Background: an optimization exercise with open tools, aiming at small area. Do not read the settings as production practice.
Function was checked by simulation only, so behaviour that the tests miss may differ from the original.
No activity file was given, so power comes from the tool's default toggle rates.

===== flow/run.sh =====
#!/bin/bash
# Standard layout, except: ports are buffered with the smallest buffer, and
# clock tree synthesis uses larger sink clusters without dummy loads.
set -euo pipefail
bash standard.sh finish \
  "BUFFER_PORTS_ARGS=-buffer_cell sky130_fd_sc_hd__buf_1" \
  "CTS_ARGS=-sink_clustering_enable -repair_clock_nets -dont_use_dummy_load -buf_list sky130_fd_sc_hd__clkbuf_4 -sink_clustering_size 8 -sink_clustering_max_diameter 40" \
  > standard.log 2>&1

===== standard.sh =====
#!/bin/bash
# synth_recipe.tcl (not shown) runs the flow's synth.tcl, then flattens the netlist and writes it again
# the make line also repeats each setting of config.mk as NAME=value (left out here)
make -C /OpenROAD-flow-scripts/flow DESIGN_CONFIG=/design/flow/config.mk WORK_HOME=/design/flow/orfs CLKGATE_MAP_FILE= SYNTH_SCRIPT=/design/flow/synth_recipe.tcl "${@:-finish}"

===== config.mk =====
export PLATFORM = sky130hd
export DESIGN_NAME = main_module
export DESIGN_NICKNAME = main_module
export VERILOG_FILES = /design/flow/design.v
export SDC_FILE = /design/flow/constraint.sdc
export NUM_CORES = 4
export LEC_CHECK = 0
export CAP_MARGIN = 20
export CORE_MARGIN = 4
export CORE_UTILIZATION = 45
export SLEW_MARGIN = 20
export SYNTH_HIERARCHICAL = 1

===== constraint.sdc =====
create_clock -name core_clock -period 12.5 [get_ports {clk}]
set_input_delay 2.5000 -clock core_clock [delete_from_list [all_inputs] [get_ports {clk}]]
set_output_delay 2.5000 -clock core_clock [all_outputs]
set_load 0.01 [all_outputs]

===== design.v =====
`timescale 1ns / 1ps
module rf_a22o(input a1, input a2, input b1, input b2, output x);
assign x = (a1 & a2) | (b1 & b2);
endmodule
module rf_a221o(input a1, input a2, input b1, input b2, input c1, output x);
assign x = (a1 & a2) | (b1 & b2) | c1;
endmodule
module rf_mux2(input s, input a, input b, output x);
assign x = s ? b : a;
endmodule
module rf_nand3b(input a_n, input b, input c, output y);
assign y = ~(~a_n & b & c);
endmodule
module rf_a22oi(input a1, input a2, input b1, input b2, output y);
assign y = ~((a1 & a2) | (b1 & b2));
endmodule
module rf_a222oi(input a1, input a2, input b1, input b2, input c1, input c2, output y);
assign y = ~((a1 & a2) | (b1 & b2) | (c1 & c2));
endmodule
module rf_rdbit36(input [35:0] d, input [35:0] s, output q);
wire [11:0] y;
genvar k;
generate
	for (k = 0; k < 12; k = k + 1) begin : g
		rf_a222oi u(.a1(d[3*k]), .a2(s[3*k]), .b1(d[3*k+1]), .b2(s[3*k+1]), .c1(d[3*k+2]), .c2(s[3*k+2]), .y(y[k]));
	end
endgenerate
assign q = ~&y;
endmodule
module rf_rdbit35(input [34:0] d, input [34:0] s, output q);
wire [11:0] y;
genvar k;
generate
	for (k = 0; k < 11; k = k + 1) begin : g
		rf_a222oi u(.a1(d[3*k]), .a2(s[3*k]), .b1(d[3*k+1]), .b2(s[3*k+1]), .c1(d[3*k+2]), .c2(s[3*k+2]), .y(y[k]));
	end
endgenerate
assign y[11] = ~((d[33] & s[33]) | (d[34] & s[34]));
assign q = ~&y;
endmodule
module regfile(clk, reset, waddr_n, wdata, ra, rb, fa, fb, imm_sel, f1, f2, f3, qa, qb);
input clk, reset;
input [4:0] waddr_n, ra, rb;    
input [7:0] wdata;
input [3:0] fa, fb;         
input imm_sel;              
input [7:0] f1, f2, f3;     
output [7:0] qa, qb;
reg [255:0] bank;
wire [255:0] bank_d;
wire [31:0] en, enn;
rf_wdec uw(.a_n(waddr_n), .reset(reset), .en(en), .enn(enn));
wire [7:0] wd0 = wdata & {8{reset}};     
wire [7:0] wd1 = wdata | {8{~reset}};    
genvar r, b;
generate
	for (r = 0; r < 32; r = r + 1) begin : row
		for (b = 0; b < 8; b = b + 1) begin : bt
			wire wd = ((r >> b) & 1) ? wd1[b] : wd0[b];
			rf_a22o u(.a1(en[r]), .a2(wd), .b1(enn[r]), .b2(bank[r*8+b]), .x(bank_d[r*8+b]));
		end
	end
endgenerate
always @(posedge clk)
	bank <= bank_d;
wire [31:0] sa, sb;
rf_rdec uda(.a(ra), .e(fa[0]), .y(sa));
rf_rdec udb(.a(rb), .e(fb[0]), .y(sb));
generate
	for (b = 0; b < 8; b = b + 1) begin : rd
		wire [31:0] col;
		for (r = 0; r < 32; r = r + 1) begin : c
			assign col[r] = bank[r*8+b];
		end
		rf_rdbit35 ua(.d({f3[b], f2[b], f1[b], col}), .s({fa[3:1], sa}), .q(qa[b]));
		if (b < 5) begin : im
			rf_rdbit36 ub(.d({rb[b], f3[b], f2[b], f1[b], col}), .s({imm_sel, fb[3:1], sb}), .q(qb[b]));
		end else begin : nim
			rf_rdbit35 ub(.d({f3[b], f2[b], f1[b], col}), .s({fb[3:1], sb}), .q(qb[b]));
		end
	end
endgenerate
endmodule
module rf_rdec(input [4:0] a, input e, output [31:0] y);
wire [3:0] p = (4'b1 << a[1:0]) & {4{e}};
wire [7:0] q = 8'b1 << a[4:2];
genvar j;
generate
	for (j = 0; j < 32; j = j + 1) begin : g
		assign y[j] = p[j % 4] & q[j / 4];
	end
endgenerate
endmodule
module rf_nand2(input a, input b, output y);
assign y = ~(a & b);
endmodule
module rf_inv(input a, output y);
assign y = ~a;
endmodule
module rf_wdec(input [4:0] a_n, input reset, output [31:0] en, output [31:0] enn);
wire [4:0] a = ~a_n;
wire [3:0] p = (4'b1 << a[1:0]) | {4{~reset}};
wire [7:0] q = (8'b1 << a[4:2]) | {8{~reset}};
genvar j;
generate
	for (j = 0; j < 32; j = j + 1) begin : g
		rf_nand2 un(.a(p[j % 4]), .b(q[j / 4]), .y(enn[j]));
		rf_inv ui(.a(enn[j]), .y(en[j]));
	end
endgenerate
endmodule
`timescale 1ns / 1ps
module main_module(data_out,ins,A,B,current_address,ans_ex,mux_ans_dm,ans_wb,data_in,clk,interrupt,reset,
	imem_addr,imem_rdata,dmem_en,dmem_we,dmem_addr,dmem_wdata,dmem_rdata);
output [19:0] ins;
output [7:0] A,B,current_address,ans_ex,mux_ans_dm,ans_wb,data_out;
input [7:0] data_in;
input clk,interrupt,reset;
output [7:0] imem_addr;
input [19:0] imem_rdata;
output dmem_en,dmem_we;
output [7:0] dmem_addr,dmem_wdata;
input [7:0] dmem_rdata;
reg        rd;                  
reg  [7:0] hold;                
reg [19:0] ins_hold;            
reg        stall_pm, qt1, qt2;
reg        Q1, Q2, Q3, Q4;      
reg  [4:0] op_dec_n;             
reg  [4:0] RA_reg, RB_reg, RW_reg;
reg        nm;                  
reg  [4:0] reg2_n, reg3, reg4_n;  
reg        out_reg1;
reg  [7:0] out_reg2;
reg  [1:0] flag_temp;
reg  [7:0] ans_ex_r, B_Bypass, data_out_r;
reg        mem_en_ex, mem_rw_ex;
reg  [7:0] ans_reg;
reg        msel_dm;
reg  [7:0] ans_wb_r;
wire [4:0] op = ins[19:15];
wire stall_pm_n = ~stall_pm;
generate
	for (q = 0; q < 20; q = q + 1) begin : insm
		rf_a22o u(.a1(stall_pm), .a2(ins_hold[q]), .b1(stall_pm_n), .b2(imem_rdata[q]), .x(ins[q]));
	end
endgenerate
wire op_jcc = (op[4:2] == 3'b111);
wire op_ld  = (op == 5'b10100);
wire op_hlt = (op == 5'b10001);
wire op_ret = (op == 5'b10000);
wire op_jmp = (op == 5'b11000);
wire jump_out = op_jcc & ~qt2;
wire ld_out   = op_ld & ~Q4;
wire stall    = reset & (jump_out | ld_out | op_hlt);
wire c_flag, z_flag;
wire cond = op[1] ? z_flag : c_flag;
wire pc_mux_sel = (op_jcc & (cond ^ op[0])) | op_ret | op_jmp | out_reg1;
wire j_ins = ~op_ret & ~out_reg1;
wire j_f0  = ~op_ret & out_reg1;
wire [7:0] jmp_loc;
genvar q;
generate
	for (q = 0; q < 8; q = q + 1) begin : jl
		if (q >= 4) begin : hi
			rf_a221o u(.a1(op_ret), .a2(out_reg2[q]), .b1(j_ins), .b2(ins[q]), .c1(j_f0), .x(jmp_loc[q]));
		end else begin : lo
			rf_a22o u(.a1(op_ret), .a2(out_reg2[q]), .b1(j_ins), .b2(ins[q]), .x(jmp_loc[q]));
		end
	end
endgenerate
pc_next upc(.hold(hold), .inc(rd & ~stall), .pc_mux_sel(pc_mux_sel), .jmp_loc(jmp_loc), .reset(reset),
	.current_address(current_address), .imem_addr(imem_addr));
wire nor1 = ~(op_jcc | op_jmp | Q4);
always @(posedge clk) begin
	rd <= reset;
	hold <= imem_addr;
	ins_hold <= ins;
	stall_pm <= stall;
	qt1 <= reset & jump_out;
	qt2 <= reset & qt1;
	Q1 <= reset & ins[15] & ~Q1;
	Q2 <= reset & (op[4:1] == 4'b1010) & ~Q2;
	Q3 <= reset & (op[4:3] == 2'b01);
	Q4 <= reset & ld_out;
	op_dec_n <= ~(op & {5{reset}});
	RA_reg <= ins[9:5];
	RB_reg <= ins[4:0];
	RW_reg <= ins[14:10];
	nm <= reset & nor1;
	out_reg1 <= reset & interrupt;
end
wire [4:0] reg1 = RA_reg & {5{nm}};
wire [4:0] reg5 = RB_reg & {5{nm}};
wire [4:0] r1   = RW_reg & {5{nm}};
wire [3:0] fa, fb;
fwd_sel_a ufa(.src(reg1), .d1_n(reg2_n), .d2(reg3), .d3_n(reg4_n), .f(fa));
fwd_sel ufb(.src(reg5), .d1_n(reg2_n), .d2(reg3), .d3_n(reg4_n), .imm(Q3), .f(fb));
regfile rf(.clk(clk), .reset(reset), .waddr_n(reg4_n), .wdata(ans_wb_r),
	.ra(RA_reg), .rb(RB_reg), .fa(fa), .fb(fb), .imm_sel(Q3),
	.f1(ans_ex_r), .f2(mux_ans_dm), .f3(ans_wb_r), .qa(A), .qb(B));
wire [4:0] o = ~op_dec_n;
wire [7:0] res;
alu ua(.o_n(op_dec_n), .A(A), .B(B), .ans_ex_r(ans_ex_r), .data_in(data_in), .flag_temp(flag_temp), .res(res), .c_flag(c_flag), .z_flag(z_flag));
always @(posedge clk) begin
	flag_temp <= {z_flag, c_flag};
	ans_ex_r <= reset ? res : 8'b0;
	B_Bypass <= B;
	mem_en_ex <= reset & Q2;
	mem_rw_ex <= Q1;
	reg2_n <= ~(r1 & {5{reset}});
	reg3 <= ~reg2_n & {5{reset}};
	reg4_n <= ~(reg3 & {5{reset}});
	ans_reg <= reset ? ans_ex_r : 8'b0;
	msel_dm <= reset & mem_en_ex & ~mem_rw_ex;
	ans_wb_r <= reset ? mux_ans_dm : 8'b0;
end
wire do_ld  = reset & (o == 5'b10111);
wire do_kp  = reset & ~(o == 5'b10111);
wire or_ld  = reset & interrupt;
wire or_kp  = reset & ~interrupt;
wire msel_n = ~msel_dm;
wire [7:0] data_out_d, out_reg2_d;
generate
	for (q = 0; q < 8; q = q + 1) begin : pm
		rf_a22o ud(.a1(do_ld), .a2(A[q]), .b1(do_kp), .b2(data_out_r[q]), .x(data_out_d[q]));
		rf_a22o uo(.a1(or_ld), .a2(current_address[q]), .b1(or_kp), .b2(out_reg2[q]), .x(out_reg2_d[q]));
		rf_a22o um(.a1(msel_dm), .a2(dmem_rdata[q]), .b1(msel_n), .b2(ans_reg[q]), .x(mux_ans_dm[q]));
	end
endgenerate
always @(posedge clk) begin
	data_out_r <= data_out_d;
	out_reg2 <= out_reg2_d;
end
assign ans_ex = ans_ex_r;
assign ans_wb = ans_wb_r;
assign data_out = data_out_r;
assign dmem_en = mem_en_ex;
assign dmem_we = mem_rw_ex;
assign dmem_addr = ans_ex_r;
assign dmem_wdata = B_Bypass;
endmodule
module alu_mux4(input s1, input s0, input [3:0] d, output x);
assign x = s1 ? (s0 ? d[3] : d[2]) : (s0 ? d[1] : d[0]);
endmodule
module alu(input [4:0] o_n, input [7:0] A, input [7:0] B, input [7:0] ans_ex_r, input [7:0] data_in, input [1:0] flag_temp, output [7:0] res, output c_flag, output z_flag);
wire [4:0] o = ~o_n;
wire o_alu  = ~o[4];                        
wire arith  = o_alu & (o[2:1] == 2'b00);    
wire sub    = o[0];
wire o_mem  = (o[4:1] == 4'b1010);          
wire o_in   = (o == 5'b10110);
wire o_sh   = (o[4:3] == 2'b11) & (o[2] == 1'b0) & (o[1:0] != 2'b00);   
wire o_keep = (o[4:1] == 4'b1000) | (o == 5'b10111) | (o == 5'b11000) | (o[4:2] == 3'b111);
wire hold_f = o_mem | (o == 5'b10111) | (o == 5'b11000) | (o[4:2] == 3'b111);
wire zen    = (o_alu & (o[2:0] != 3'b011)) | o_in | o_sh;
reg [3:0] tt;
always @* begin
	tt = 4'b0000;
	if (o_alu)
		case (o[2:0])
			3'b000: tt = 4'b0110;    
			3'b001: tt = 4'b1001;    
			3'b010: tt = 4'b1010;    
			3'b100: tt = 4'b1000;    
			3'b101: tt = 4'b1110;    
			3'b110: tt = 4'b0110;    
			3'b111: tt = 4'b0101;    
			default: tt = 4'b0000;
		endcase
	else if (o_mem)
		tt = 4'b1100;                
end
wire [7:0] p;
wire [8:0] cy;
wire [7:0] ga = A & {8{arith}};
assign cy[0] = arith & sub;
genvar k;
generate
	for (k = 0; k < 8; k = k + 1) begin : lu
		alu_mux4 m(.s1(A[k]), .s0(B[k]), .d(tt), .x(p[k]));
		assign cy[k+1] = p[k] ? cy[k] : ga[k];
	end
endgenerate
wire [7:0] r_lu = p ^ cy[7:0];
wire b_nz = |B;
wire cy_flag = arith & cy[8] & (b_nz | ~sub);
wire o_ls = o_sh & ~o[1];
wire o_rs = o_sh & o[1];
wire ars = o[1] & o[0];
wire fill = ars & A[7];
wire big = ars ? B[3] : (|B[7:3]);
wire big2 = big | B[2];
wire [8:0] x;
wire [9:0] t1;
wire [11:0] t2;
wire [7:0] u, t3;
assign x[8] = fill;
assign t1[9:8] = {fill, fill};
assign t2[11:8] = {4{fill}};
generate
	for (k = 0; k < 8; k = k + 1) begin : sh
		assign x[k] = o_ls ? A[7-k] : A[k];
		assign t1[k] = B[0] ? x[k+1] : x[k];
		assign t2[k] = B[1] ? t1[k+2] : t1[k];
		if (k >= 4) begin : hi
			assign t3[k] = big2 ? fill : t2[k];
		end else begin : lo
			assign u[k] = B[2] ? t2[k+4] : t2[k];
			assign t3[k] = big ? fill : u[k];
		end
		wire y1, y2;
		rf_a222oi ua(.a1(o_keep), .a2(ans_ex_r[k]), .b1(o_in), .b2(data_in[k]), .c1(o_rs), .c2(t3[k]), .y(y1));
		rf_nand2 ub(.a(o_ls), .b(t3[7-k]), .y(y2));
		rf_nand3b uc(.a_n(r_lu[k]), .b(y1), .c(y2), .y(res[k]));
	end
endgenerate
assign c_flag = hold_f ? flag_temp[0] : cy_flag;
assign z_flag = hold_f ? flag_temp[1] : (zen & ~(|res));
endmodule
module fwd_sel(input [4:0] src, input [4:0] d1_n, input [4:0] d2, input [4:0] d3_n, input imm, output [3:0] f);
wire c1 = (~d1_n == src), c2 = (d2 == src), c3 = (~d3_n == src);
assign f[1] = ~imm & c1;
assign f[2] = ~imm & ~c1 & c2;
assign f[3] = ~imm & ~c1 & ~c2 & c3;
assign f[0] = ~imm & ~c1 & ~c2 & ~c3;
endmodule
module pc_next(input [7:0] hold, input inc, input pc_mux_sel, input [7:0] jmp_loc, input reset,
	output [7:0] current_address, output [7:0] imem_addr);
wire [8:0] ic;
assign ic[0] = inc;
genvar n;
generate
	for (n = 0; n < 8; n = n + 1) begin : incr
		assign ic[n+1] = ic[n] & hold[n];
	end
endgenerate
wire [7:0] cur_tmp = hold ^ ic[7:0];
wire pc_mux_sel_n = ~pc_mux_sel;
generate
	for (n = 0; n < 8; n = n + 1) begin : curm
		rf_a22o u(.a1(pc_mux_sel), .a2(jmp_loc[n]), .b1(pc_mux_sel_n), .b2(cur_tmp[n]), .x(current_address[n]));
	end
endgenerate
assign imem_addr = reset ? current_address : 8'b0;
endmodule
module fwd_sel_a(input [4:0] src, input [4:0] d1_n, input [4:0] d2, input [4:0] d3_n, output [3:0] f);
wire c1 = (~d1_n == src), c2 = (d2 == src), c3 = (~d3_n == src);
assign f[1] = c1;
assign f[2] = ~c1 & c2;
assign f[3] = ~c1 & ~c2 & c3;
assign f[0] = ~c1 & ~c2 & ~c3;
endmodule

==> run summary <==
M2 GR Usage=between 40% and 50%; num ports=about 140; CP Launch Point=nm; Tmin final=11.32 ns; Fin. Hold Viols=0; DRC viols=0; worst-path maximum fanout=15; launching element type of the critical path=flop; critical path's slowest cell=mux4_2; # clock sinks=367; Switching Fraction=a little over a third; leak pwr=6.66 nW; Critical Path Max Stage Delay=0.62 ns; Setup violations, final=0; top_reg_cell synth=dfxtp_1; Synth top area share=46.6%; CTS tree=done; P_sw=roughly 0.9 mW; hold buffer count at CTS=0; Post-Place Cells=2037; Chip Height=195 um; crit path kind=flop to output port; Peak Freq=0.0883 GHz; sequential share of power=52.8%; Slew Viols, Final=0; Area Overhead vs Synth=9.29%; post-synth top area cell=dfxtp_1; Filler cells=3255; cells after synthesis=1464; fin cells=2097; critical path capture point type=output port; max_slew headroom=17.6%; gr busiest metal=met1; power share of the combinational group=a little under a quarter; HP Class=flop to flop; biggest regs=rf.bank: 256 flops, ins_hold: 19 flops; number of global-route vias before repair=13700; post-synth cell types=66; Final nets=1689; final wirelength=60.3 mm; clock latency at the later pin of the worst-skew pair=0.84 ns; fraction of registers with async set/reset=0%; Clock Skew=0.0784 ns; grt total ovfl=0; Root Driver=clkbuf_4; worst endpoint required time=10.00 ns; Hold Startpoint=Q1; initial antenna violation count=1; Total GRT Usage=29.9%; Core Rows=68; DP Wirelength=42.8 mm; WL per Instance=28.8 um; post-route setup TNS=0 ns; layout cells sized above 1=roughly 6.2%; Tcrit/Tclk final=about 90%; max reg flops=256; final core utilization=49.8%; measured slew at the worst slew-check pin=1.24 ns; Antenna Nets Post-Route=0; Worst Path Arrival=8.82 ns; part of the power in the clock network=23.5%; Reg with most FFs=rf.bank; TritonCTS Buffers=59; Clock transition at path regs=roughly 0.090 ns; Pwr Density=roughly 150 nW/um^2; Initial Utilization=45.6%; Synth Net Count=1510; Mapped Area=roughly 16000 sq um; Int Pwr=1.72 mW; total setup buffers inserted after CTS=0; Yosys reg bits=roughly 370; Seq/Total Area, Yosys=a little under half; MaxCap Viol Count=0; syn avg cell area=10.8 sq um; # resized after CTS=0; DR vias/cell=7.15; DRT iter0 DRCs=~3000; H-tree depth=2; DR pass1 iterations=15; Die Wd=between 150 and 200 um; R2R Path Start=nm; Yosys warnings=9; outcome=no timing/DRC/antenna violations; clock buffer depth=3; Core Area=34500 sq um; GP Congestion=roughly 1; RSZ-0062 raised after global routing=no; met3 GRT Util=6.25%; largest cells by area after synthesis=dfxtp_1 47%, a22o_1 18%, a222oi_1 12%; port bufs=140; first-pass GRT wire length=89.2 mm; die area=38100 sq um; Post-synth EDFFs=0; vias post-DR=15000; met1 Resource Use GR=roughly 44%; VDD IR max=0.0765 mV; largest net degree at the start of global routing=45
## Yosys stat by module, one instance, submodules excluded, a selection
module,cell area (sq um),flops+latches,cells
rf_rdec,230,0,47
main_module,2820,111,213
fwd_sel,204,0,26
alu,911,0,131
rf_a221o,10.0,0,1
rf_wdec,106,0,20
rf_nand2,3.75,0,1
## kinds of logic after synthesis
kind of cell	share of synthesized area [%]
AO/OA/AOI/OAI	32.6
XOR/XNOR	2.38
adder cells (fa/ha/maj)	0.556
buffers and inverters	2.12
flip-flops	46.6
multiplexers	2.52
AND/OR/NAND/NOR	13.2
## metrics by stage
stage | setup WS [ns] | hold slack, ns | total power [mW] | area, sq um
floorplan | 2.91 | 0.331 | 1.79 | 15800
global placement | 2.02 | 0.338 | 2.02 | 16800
detailed placement | 2.09 | 0.349 | 2.03 | 16800
CTS | 1.38 | 0.368 | 2.64 | 17200
global route | 0.483 | 0.370 | 2.75 | 17200
finish | 1.18 | 0.365 | 2.64 | 17200
## final cells by class
| cell class | count | area, sq um | area share [%] |
|---|---|---|---|
| Sequential cell | 367 | 7350 | 42.7 |
| Clock buffer | 59 | 443 | 2.57 |
| Antenna cell | 1 | 2.50 | 0.0145 |
| Tap cell | 455 | 569 | 3.31 |
| Inverter | 44 | 165 | 0.959 |
| Multi-Input combinational cell | 1021 | 8090 | 47.0 |
| Timing Repair Buffer | 150 | 602 | 3.50 |
## critical path, delay by kind of cell (launching register included)
kind                   cells  cell delay (ns)
AO/OA/AOI/OAI              9             1.94
flip-flops                 1             0.59
buffers and inverters      3             0.45
XOR/XNOR                   3             0.49
multiplexers               2             0.75
AND/OR/NAND/NOR           12             3.81
## synthesized netlist by cell type (18+ instances only)
library cell	instances
nand3_1	27
nor2_1	92
a22o_1	324
clkbuf_1	18
nand4_1	40
xnor2_1	21
nand2_1	71
inv_1	43
a222oi_1	189
xor2_1	20
dfxtp_1	367
and2_1	57
## metal layers
metal / share of wire [%] / vias to the layer above
met4: 3.9 / 0
met1: 42 / 7238
met3: 12 / 162
li1: - / 6529
met5: 0 / -
met2: 42 / 1068
## path summary, 6_finish.rpt
| path | slack [ns] | end | depth (start not counted) |
|---|---|---|---|
| max | 1.18 | imem_addr[7] | 29 |
| min | 0.37 | mem_rw_ex | 0 |
| max reg2reg | 4.42 | out_reg2[3] | 28 |
| min reg2reg | 0.37 | mem_rw_ex | 0 |
## cells in the final DEF (no fill, tap or decap), types with 4 or more instances in the layout
cell type    n
nand4_1     40
nor2_1      92
a31oi_1      5
o21ai_1      4
or4_1       11
nand2_1     71
nor4_1       5
nand3b_1     8
xor2_1      20
or3_1        6
nand4b_1     6
inv_1       43
o21ai_0     12
o211ai_1     5
nand2b_1    16
nor3_2       4
dfxtp_1    367
nand3_1     27
xnor2_1     21
a221oi_1     4
and2_1      56
buf_4       10
mux4_2       8
ha_1         7
mux4_1       5
nor3_1       8
mux2i_1      4
a221o_1      4
clkbuf_4    59
a222oi_1   189
a22o_1     324
buf_1      139
a21oi_1      8
nand4bb_1    6
nor2b_1      4
## power by group through the flow
stage | clock [mW] | combinational [mW] | sequential (mW)
6_report | 0.621 | 0.626 | 1.39
4_1_cts | 0.635 | 0.611 | 1.39
3_3_place_gp | 0 | 0.605 | 1.42
3_5_place_dp | 0 | 0.610 | 1.42
5_1_grt | 0.683 | 0.665 | 1.41
2_1_floorplan | 0 | 0.418 | 1.38

[static timing again, ports no longer ideal]
No port has a modelled driver above. Below, the same layout with a new extraction and two added sets of constraints.
Step 1 sets driving cells, clkbuf_16 on the clock port and buf_2 on the other inputs (assumed; they add their load-dependent delay and slew).
Step 2 times the ports against the registers' clock, not the clock port: input delays grow and output delays shrink by t, the midpoint of the rising clock arrivals with the driver on.
a / b / c = ideal ports / drivers / drivers and shift; a / b = the first two.
shift t [ns]: 0.848
setup WS [ns]: 1.180 / 1.130 / 1.851
latest minus earliest clock arrival (ns): 0.079 / 0.079
After both steps setup and hold are still met in this run. The setup slack of this run moves by -0.050 ns with the drivers and by +0.671 ns with both steps.
